This design comes from an exercise in tuning for small area and a short achievable clock period on the open sky130 flow, not from production work.
Function was checked by simulation only, so behaviour that the tests miss may differ from the original.
Power figures rest on the tool's default switching activity, not on a simulated workload.

**run.sh**
```bash
#!/bin/bash
# synth_recipe.tcl (not shown) runs the flow's synth.tcl, then flattens the netlist and writes it again
# the make line also repeats each setting of config.mk as NAME=value (left out here)
make -C /OpenROAD-flow-scripts/flow DESIGN_CONFIG=/design/flow/config.mk WORK_HOME=/design/flow/orfs CLKGATE_MAP_FILE= SYNTH_SCRIPT=/design/flow/synth_recipe.tcl finish
```
**config.mk**
```make
export PLATFORM = sky130hd
export DESIGN_NAME = FpCustomAddSub
export DESIGN_NICKNAME = FpCustomAddSub
export VERILOG_FILES = /design/flow/design.v
export SDC_FILE = /design/flow/constraint.sdc
export NUM_CORES = 4
export LEC_CHECK = 0
export CAP_MARGIN = 20
export CORE_MARGIN = 2
export CORE_UTILIZATION = 40
export SLEW_MARGIN = 20
```
**constraint.sdc**
```tcl
create_clock -name core_clock -period 4.5 [get_ports {Clk_i}]
set_input_delay 0.9000 -clock core_clock [delete_from_list [all_inputs] [get_ports {Clk_i}]]
set_output_delay 0.9000 -clock core_clock [all_outputs]
set_load 0.01 [all_outputs]
```
**design.v**
```verilog
module FpCustomAddSub 
# (
	parameter	ManWidth	=	16,
	parameter	ExpWidth	=	6
)
(Rst_i,Clk_i,A_i,B_i,AddSub_i,Nd_i,Result_o,ResultValid_o);	
	function integer Log2;
	input integer value;
		begin
			Log2 = 0;
			while (value > 1) begin
				value   = value >> 1;
				Log2    = Log2 + 1;
			end
		end
	endfunction
	localparam	InOutWidth	=	1+ExpWidth+ManWidth;
	localparam	ExtManWidth	=	ManWidth+1;
	localparam	Stages	=	Log2(InOutWidth);
	input	Rst_i;
	input	Clk_i;
	input	[InOutWidth-1:0]	A_i;
	input	[InOutWidth-1:0]	B_i;
	input	AddSub_i;
	input	Nd_i;
	output	[InOutWidth-1:0]	Result_o;
	output	ResultValid_o;
	wire	signB	=	B_i[InOutWidth-1]^AddSub_i;
	wire	[InOutWidth-2:0]	absA	=	A_i[InOutWidth-2:0];
	wire	[InOutWidth-2:0]	absB	=	B_i[InOutWidth-2:0];
	reg		[InOutWidth-1:0]	muxA;
	reg		[InOutWidth-1:0]	muxB;
	reg	impliedA;
	reg	impliedB;
	reg	[InOutWidth-1:0]	muxAReg;
	reg	[InOutWidth-1:0]	muxBReg;
	reg	[ExpWidth-1:0]		expDiff;
	reg	addSubOrepation;
	wire	[ManWidth:0]	manA	=	{impliedA,	muxAReg[ManWidth-1:0]};
	wire	[ManWidth:0]	manB	=	{impliedB,	muxBReg[ManWidth-1:0]};
	reg	[ManWidth:0]	manANorm;
	reg	[ManWidth:0]	manBNorm;
	reg	addSubOrepationReg;
	reg	[ExtManWidth:0]	manSum;
	wire	[Stages-1:0]	distance;
	wire	[ExtManWidth+1:0]	dataArray	[0:Stages];
	wire	[Stages+1:0]	distanceR	=	{2'b00,distanceR1};
	reg		[ExtManWidth-1:0]	manSumReg;
	wire	[ExtManWidth-1:0]	normCMan	=	manSumReg	<<	distanceR1[Stages-1:0];	 
	reg	[ManWidth-1:0]	manC;
	reg	[ExpWidth-1:0]	expAPipe	[0:4];
	reg	[ExpWidth-1:0]	expC;
	reg	[4:0]	signC;
	reg	[8:0]	valid;
	assign  dataArray [0]	=	manSum;		
	assign	Result_o	=	{signC[4],expC,manC};
	assign	ResultValid_o	=	valid[4];
	always	@(*)	begin
		if	(absA<absB)	begin
			muxA	<=	{signB,absB};
			muxB	<=	{A_i[InOutWidth-1],absA};
		end	else	begin
			muxA	<=	{A_i[InOutWidth-1],absA};
			muxB	<=	{signB,absB};
		end 
	end
	always	@(posedge	Clk_i)	begin
		if	(muxA	[InOutWidth-2 -:ExpWidth]	==	8'h00)	begin	 
			impliedA	<=	1'b0;	 
		end	else	begin
			impliedA	<=	1'b1;	 
		end
		if	(muxB	[InOutWidth-2 -:ExpWidth]	==	8'h00)	begin	 
			impliedB	<=	1'b0;
		end	else	begin
			impliedB	<=	1'b1;
		end
		muxAReg	<=	muxA;
		muxBReg	<=	muxB;
		expDiff	<=	muxA[InOutWidth-2 -:ExpWidth]	-	muxB[InOutWidth-2 -:ExpWidth];	 
		addSubOrepation	<=	muxA[InOutWidth-1]	^	muxB[InOutWidth-1];	 
	end
	always	@(posedge	Clk_i)	begin
		manANorm	<=	manA;
		manBNorm	<=	manB	>>	expDiff;	 
		addSubOrepationReg <= addSubOrepation;
	end
	always	@(posedge	Clk_i)	begin
		if	(Rst_i)	begin
			manSum	<=	{ExtManWidth{1'b0}};
		end	else	if	(!addSubOrepationReg)	begin
			manSum	<=	{1'b0,	manANorm}	+	{1'b0,	manBNorm};
		end	else	begin
			manSum	<=	{1'b0,	manANorm}	-	{1'b0,	manBNorm};
		end
	end
	genvar	i;
	generate	
		for (i=0; i<Stages; i=i+1)	begin: searchMSB
			wire [ExtManWidth+1:0] dataIn;	
			wire [ExtManWidth+1:0] shitedDataOut;
			wire [ExtManWidth+1:0] dataOut;
			assign  dataIn = dataArray[i];
			wire    shiftDesired = ~|(dataIn[ExtManWidth+1:ExtManWidth+1-(1 << (Stages-1-i))]);
			assign  distance[(Stages-1-i)] = shiftDesired;		
			assign  shitedDataOut = dataIn << (1 << (Stages-1-i));	
			assign  dataOut = shiftDesired ? shitedDataOut : dataIn;	
			assign  dataArray[i+1] = dataOut;
		end
		reg	[Stages-1:0]	distanceR1;
		always	@(posedge	Clk_i)	begin
			distanceR1	<=	distance;
		end
	endgenerate	
	always	@(posedge	Clk_i)	begin
		manSumReg	<=	manSum	[ExtManWidth-1 -:ExtManWidth];
	end
	always	@(posedge	Clk_i)	begin
		if	(Rst_i)	begin
			manC	<=	{ManWidth{1'b0}};
		end	else	begin
			manC	<=	normCMan	[ExtManWidth-1 -:ManWidth];	 
		end
	end
	always	@(posedge	Clk_i)	begin	
		expAPipe[0]	<=	muxA[InOutWidth-2 -:ExpWidth];	 
		expAPipe[1]	<=	expAPipe[0];
		expAPipe[2]	<=	expAPipe[1];
		expAPipe[3]	<=	expAPipe[2];
		expAPipe[4]	<=	expAPipe[3];
	end
	always	@(posedge	Clk_i)	begin
		if	(&distanceR1)	begin
			expC	<=	{ExpWidth{1'b0}};
		end	else	begin
			if	(expAPipe[3]	>=	distanceR)	begin
				expC	<=	expAPipe[3]-distanceR+1;			 
			end	else	begin
				expC	<=	{{ExpWidth+1{1'b0}},1'b1};
			end
		end	
	end
	always	@(posedge	Clk_i)	begin
		signC	<=	{signC[3:0],	muxA[InOutWidth-1]};
	end
	always	@(posedge	Clk_i)	begin
		valid	<=	{valid[7:0],Nd_i};
	end	
endmodule
```
==> flow_summary.html <==
<table>
<tr><th>Metric</th><th>Value</th></tr>
<tr><th colspan="2">Global routing</th></tr>
<tr><td>Maximum number of pins on one net before global-route repair</td><td>47</td></tr>
<tr><td>First-pass GRT wire length</td><td>24000 um</td></tr>
<tr><td>Number of antenna violations at the first check in global routing</td><td>0</td></tr>
<tr><td>Overall routing resource usage</td><td>15.0%</td></tr>
<tr><td>Vias in the first global route</td><td>5109</td></tr>
<tr><td>Leftover overflow at the end of global routing</td><td>0</td></tr>
<tr><th colspan="2">Clock tree</th></tr>
<tr><td>Clk latency of the worst-skew pair</td><td>0.42 ns</td></tr>
<tr><td>Sink Count</td><td>171</td></tr>
<tr><td>Hold buffer count at cts</td><td>0</td></tr>
<tr><td>Cts bufs inserted</td><td>17</td></tr>
<tr><td>Clk slew on worst S/H paths</td><td>0.06 ns</td></tr>
<tr><td>TritonCTS clock tree</td><td>yes</td></tr>
<tr><td>Resize count post-CTS</td><td>0</td></tr>
<tr><td>Clock Root Buffer</td><td>clkbuf_16</td></tr>
<tr><td>Depth of the CTS H-tree</td><td>4</td></tr>
<tr><td>Total setup buffers inserted after CTS</td><td>0</td></tr>
<tr><td>Clock Tree Buf Depth</td><td>2</td></tr>
<tr><th colspan="2">Logic synthesis</th></tr>
<tr><td>Most used flip-flop cell after synthesis</td><td>dfxtp_1</td></tr>
<tr><td>Fraction of synthesized cell area taken by the top area cell type</td><td>44.6%</td></tr>
<tr><td>Share of the yosys chip area belonging to registers</td><td>44.6%</td></tr>
<tr><td>Main area contributors after synthesis</td><td>dfxtp_1 45%, ha_1 8.5%, mux2i_1 4.7%, nor2_1 4.1%, xnor2_1 3.3%</td></tr>
<tr><td>Number of flops mapped to enable cells by yosys</td><td>0</td></tr>
<tr><td>Post-Synthesis Mean Instance Area</td><td>9.70 sq um</td></tr>
<tr><td>Netlist Area Pre-Place</td><td>7670 sq um</td></tr>
<tr><td>Yosys Warn Count</td><td>2</td></tr>
<tr><td>Syn nets</td><td>896</td></tr>
<tr><td>Synth Instances</td><td>791</td></tr>
<tr><td>Fraction of registers with async set/reset</td><td>0%</td></tr>
<tr><td>Distinct cell type count of the synthesized netlist</td><td>65</td></tr>
<tr><td>Cell taking the most area after synthesis</td><td>dfxtp_1</td></tr>
<tr><td>Synthesis-stage register bit count</td><td>171</td></tr>
<tr><th colspan="2">Power</th></tr>
<tr><td>Total power after layout</td><td>5.94 mW</td></tr>
<tr><td>Comb pwr share</td><td>40.6%</td></tr>
<tr><td>Switching power total</td><td>2.05 mW</td></tr>
<tr><td>Max rail drop VDD</td><td>0.304 mV</td></tr>
<tr><td>Clock power frac</td><td>23.4%</td></tr>
<tr><td>Sequential power share</td><td>36.0%</td></tr>
<tr><td>Pwr per Cell Area</td><td>645 nW/um^2</td></tr>
<tr><td>Static Leak</td><td>3.86 nW</td></tr>
<tr><td>Share of total power consumed by net switching</td><td>34.5%</td></tr>
<tr><td>Internal power</td><td>3.89 mW</td></tr>
<tr><th colspan="2">STA</th></tr>
<tr><td>Final hold vios</td><td>0</td></tr>
<tr><td>Worst-case headroom to the max-slew limit</td><td>39.7%</td></tr>
<tr><td>Period minus WS final</td><td>3.79 ns</td></tr>
<tr><td>Setup_tns</td><td>0 ns</td></tr>
<tr><td>Number of setup violations in the final report</td><td>0</td></tr>
<tr><td>Achievable Freq</td><td>264 MHz</td></tr>
<tr><td>Max-slew violation count</td><td>0</td></tr>
<tr><td>RSZ-0062 raised after global routing</td><td>false</td></tr>
<tr><td>Actual transition at the worst max-transition pin</td><td>0.903 ns</td></tr>
<tr><td>Clock tree skew after final layout</td><td>0.00627 ns</td></tr>
<tr><td>Final worst-path cycle share</td><td>84.3%</td></tr>
<tr><th colspan="2">Placement</th></tr>
<tr><td>Total placed cells including tap cells</td><td>1075</td></tr>
<tr><td>Number of input and output port buffers inserted</td><td>73</td></tr>
<tr><td>RD Place Congestion</td><td>0.844</td></tr>
<tr><td>HPWL Detailed</td><td>11400 um</td></tr>
<tr><th colspan="2">Critical path</th></tr>
<tr><td>Cell count along the critical path</td><td>15</td></tr>
<tr><td>Maximum net fanout on the critical path</td><td>6</td></tr>
<tr><td>WS Path Type</td><td>register to register</td></tr>
<tr><td>Data arrival time of the critical path</td><td>4.14 ns</td></tr>
<tr><td>Length in cells of the worst reg-to-reg path</td><td>15</td></tr>
<tr><td>Number of buffers and inverters on the critical path</td><td>1</td></tr>
<tr><td>Type of destination of the critical path</td><td>register</td></tr>
<tr><td>Library cell appearing most often on the critical path</td><td>a21oi_1</td></tr>
<tr><td>R2R Path Start</td><td>manBNorm[0]</td></tr>
<tr><td>Stage delay of the slowest cell on the critical path</td><td>0.47 ns</td></tr>
<tr><td>Critical path cell sequence</td><td>inv_1 &gt; ha_1 &gt; nand2b_1 &gt; or4_1 &gt; nor3_1 &gt; a21oi_1 &gt; xnor2_1 &gt; ha_1 &gt; a21o_1 &gt; a21o_1 &gt; a211oi_1 &gt; a21oi_1 &gt; o211a_1 &gt; or3_1 &gt; a21oi_1</td></tr>
<tr><td>Required time of the critical path</td><td>4.85 ns</td></tr>
<tr><td>Minimum setup slack among reg-to-reg paths</td><td>0.71 ns</td></tr>
<tr><td>R2r endpoint</td><td>manSum[17]</td></tr>
<tr><td>Cell type group with the largest total delay on the critical path</td><td>compound AO/OA/AOI/OAI gates</td></tr>
<tr><td>Critical path startpoint category</td><td>register</td></tr>
<tr><td>Crit-path slowest cell</td><td>nor3_1</td></tr>
<tr><th colspan="2">Die</th></tr>
<tr><td>Area enclosed by the die boundary</td><td>20300 sq um</td></tr>
<tr><td>Floorplan row count</td><td>50</td></tr>
<tr><td>Initial Util</td><td>40.9%</td></tr>
<tr><td>Ports placed on the boundary</td><td>74</td></tr>
<tr><td>Floorplan die width</td><td>142 um</td></tr>
<tr><td>Die height</td><td>142 um</td></tr>
<tr><td>Core area</td><td>18800 sq um</td></tr>
<tr><th colspan="2">Final layout</th></tr>
<tr><td>Number of diodes added for antenna fixing</td><td>0</td></tr>
<tr><td>Top library cells by usage in the layout, fill and taps aside</td><td>171 x dfxtp_1, 84 x nor2_1, 73 x clkdlybuf4s50_1, 52 x inv_1, 52 x ha_1</td></tr>
<tr><td>Total Nets Final</td><td>965</td></tr>
<tr><td>Count of placed standard cells in the final layout, fillers left out</td><td>1107</td></tr>
<tr><td>Commonest non-fill, non-tap cell in the layout</td><td>dfxtp_1</td></tr>
<tr><td>Proportion of layout cells with a drive suffix above 1</td><td>8.36%</td></tr>
<tr><td>Area growth syn-to-layout</td><td>20.1%</td></tr>
<tr><td>Fill cell count</td><td>1783</td></tr>
<tr><th colspan="2">Routing</th></tr>
<tr><td>Iteration-0 DRC count of the detailed router</td><td>299</td></tr>
<tr><td>Remaining antenna violation count</td><td>0</td></tr>
<tr><td>Final Routed Wirelength</td><td>14500 um</td></tr>
<tr><td>Count of unresolved DRC violations after routing</td><td>0</td></tr>
<tr><td>Routed len/inst</td><td>13.1 um</td></tr>
<tr><td>Vias per inst</td><td>4.91</td></tr>
<tr><td>DRT Pass-1 Iters</td><td>4</td></tr>
<tr><td>Vias after detailed routing</td><td>5435</td></tr>
<tr><th colspan="2">Run</th></tr>
<tr><td>Number of max-capacitance violations reported</td><td>0</td></tr>
<tr><th colspan="2">Worst hold path</th></tr>
<tr><td>Hold wc startpoint</td><td>valid[1]</td></tr>
<tr><td>Class of the most critical hold timing path</td><td>register to register</td></tr>
<tr><td>Cell depth of the worst min-delay path</td><td>0</td></tr>
<tr><td>Hold endpoint</td><td>valid[2]</td></tr>
<tr><th colspan="2">Run status</th></tr>
<tr><td>Run status</td><td>complete, no violations</td></tr>
</table>
==> cells by family (layout without fill, tap and decap cells) <==
family          after synthesis  in the layout  synth area share (%)
compound gates              163            163                  14.2
xor+xnor                     35             35                  4.00
fa+ha+maj                    55             55                  9.27
buf+inv                      85            167                  4.26
flops                       171            171                  44.6
mux                          69             69                  10.3
simple gates                213            213                  13.4
==> worst max-delay path by stage <==
stage / startpoint / endpoint
6_report: manBNorm[0] / manSum[17]
5_1_grt: manBNorm[0] / manSum[17]
4_1_cts: manBNorm[0] / manSum[17]
3_5_place_dp: A_i[19] / expDiff[4]
3_3_place_gp: B_i[17] / expDiff[4]
2_1_floorplan: B_i[17] / expDiff[4]
==> sequential cells by signal (all words and copies together), names as in the netlist, 4 cells and up <==
register	flops
manSum	18
valid	5
muxAReg	16
muxBReg	16
signC	5
expAPipe	24
manBNorm	17
manC	16
manANorm	17
manSumReg	17
expC	6
expDiff	6
distanceR1	4
==> synth_stat cells (4+ instances only) <==
library cell / count
ha_1: 52
nor4b_1: 5
nor2_1: 84
a211oi_1: 26
nand2b_1: 6
a21oi_1: 49
a31oi_1: 7
a21o_1: 7
nor3_1: 20
inv_1: 52
o21ai_0: 28
buf_1: 5
o21a_1: 4
mux2i_1: 36
a2111oi_0: 4
dfxtp_1: 171
nand2_1: 44
nand3_1: 4
clkbuf_1: 24
and2_1: 5
mux4_2: 5
xor2_1: 6
nor2b_1: 10
or3_1: 4
mux2_1: 11
nand4_1: 5
nor4_1: 8
o21bai_1: 5
xnor2_1: 29
o22ai_1: 5
mux2_2: 17
==> area by class of cell <==
cell class | instances | area, sq um | share of cell area, %
Inverter | 52 | 195 | 2.12
Multi-Input combinational cell | 535 | 3920 | 42.6
Clock inverter | 14 | 145 | 1.58
Clock buffer | 18 | 429 | 4.66
Tap cell | 234 | 293 | 3.18
Timing Repair Buffer | 83 | 806 | 8.75
Sequential cell | 171 | 3420 | 37.2
==> power groups by stage <==
| stage | logic (mW) | registers, mW | clock network (mW) |
|---|---|---|---|
| floorplan | 1.88 | 2.10 | 0 |
| global placement | 2.42 | 2.17 | 0 |
| detailed placement | 2.42 | 2.17 | 0 |
| CTS | 2.43 | 2.14 | 1.43 |
| global route | 2.74 | 2.19 | 1.49 |
| finish | 2.41 | 2.14 | 1.39 |
==> worst reg2reg max path: cells and delay by family, from the launching register on <==
| family | cells | cell delay (ns) |
|---|---|---|
| buf+inv | 1 | 0.06 |
| flops | 1 | 0.33 |
| xor+xnor | 1 | 0.16 |
| fa+ha+maj | 2 | 0.51 |
| compound gates | 7 | 1.40 |
| simple gates | 4 | 1.26 |
==> through the flow <==
stage	worst slack (ns)	util, %	area, sq um	hold slack (ns)
3_3_place_gp	0.375	46.0	8640	0.310
5_1_grt	0.355	49.1	9210	0.323
4_1_cts	0.671	49.1	9210	0.321
3_5_place_dp	0.311	46.0	8640	0.312
2_1_floorplan	0.695	-	7670	0.310
6_report	0.706	49.1	9210	0.321
==> metal layers <==
layer / global-route usage, % / vias to the layer above / part of all wire [%]
li1: - / 2919 / -
met1: 18.1 / 2394 / 47
met2: 25.5 / 101 / 48
met3: 3.84 / 21 / 3.5
met4: 5.89 / 0 / 2.0
met5: 0 / - / 0

separate check: timing with driven ports:
The results above use ideal ports. As a check the final layout listed here was re-extracted and re-timed, cells and wires unchanged.
Step 1 assumes that a clkbuf_16 drives the clock port and a buf_2 every other input.
Step 2 adds t to the input delays and takes it off the output delays; t is the mean of the earliest and latest rising clock arrival at the registers after step 1. Input paths then give back, and output paths get back, about the clock's delay inside the block.
a / b / c = no drivers / after step 1 / after step 2; a / b = the first two.
t (ns): 0.463
setup WS [ns]: 0.706 / 0.706 / 0.318
worst setup path at the end: input to register
slew at the worst register clock pin (ns): 0.06 / 0.06
worst data-port slew with drivers (ns): 0.04
After both steps this run still meets setup and hold. The setup slack of this run moves by 0.000 ns with the drivers and by -0.388 ns with both steps.
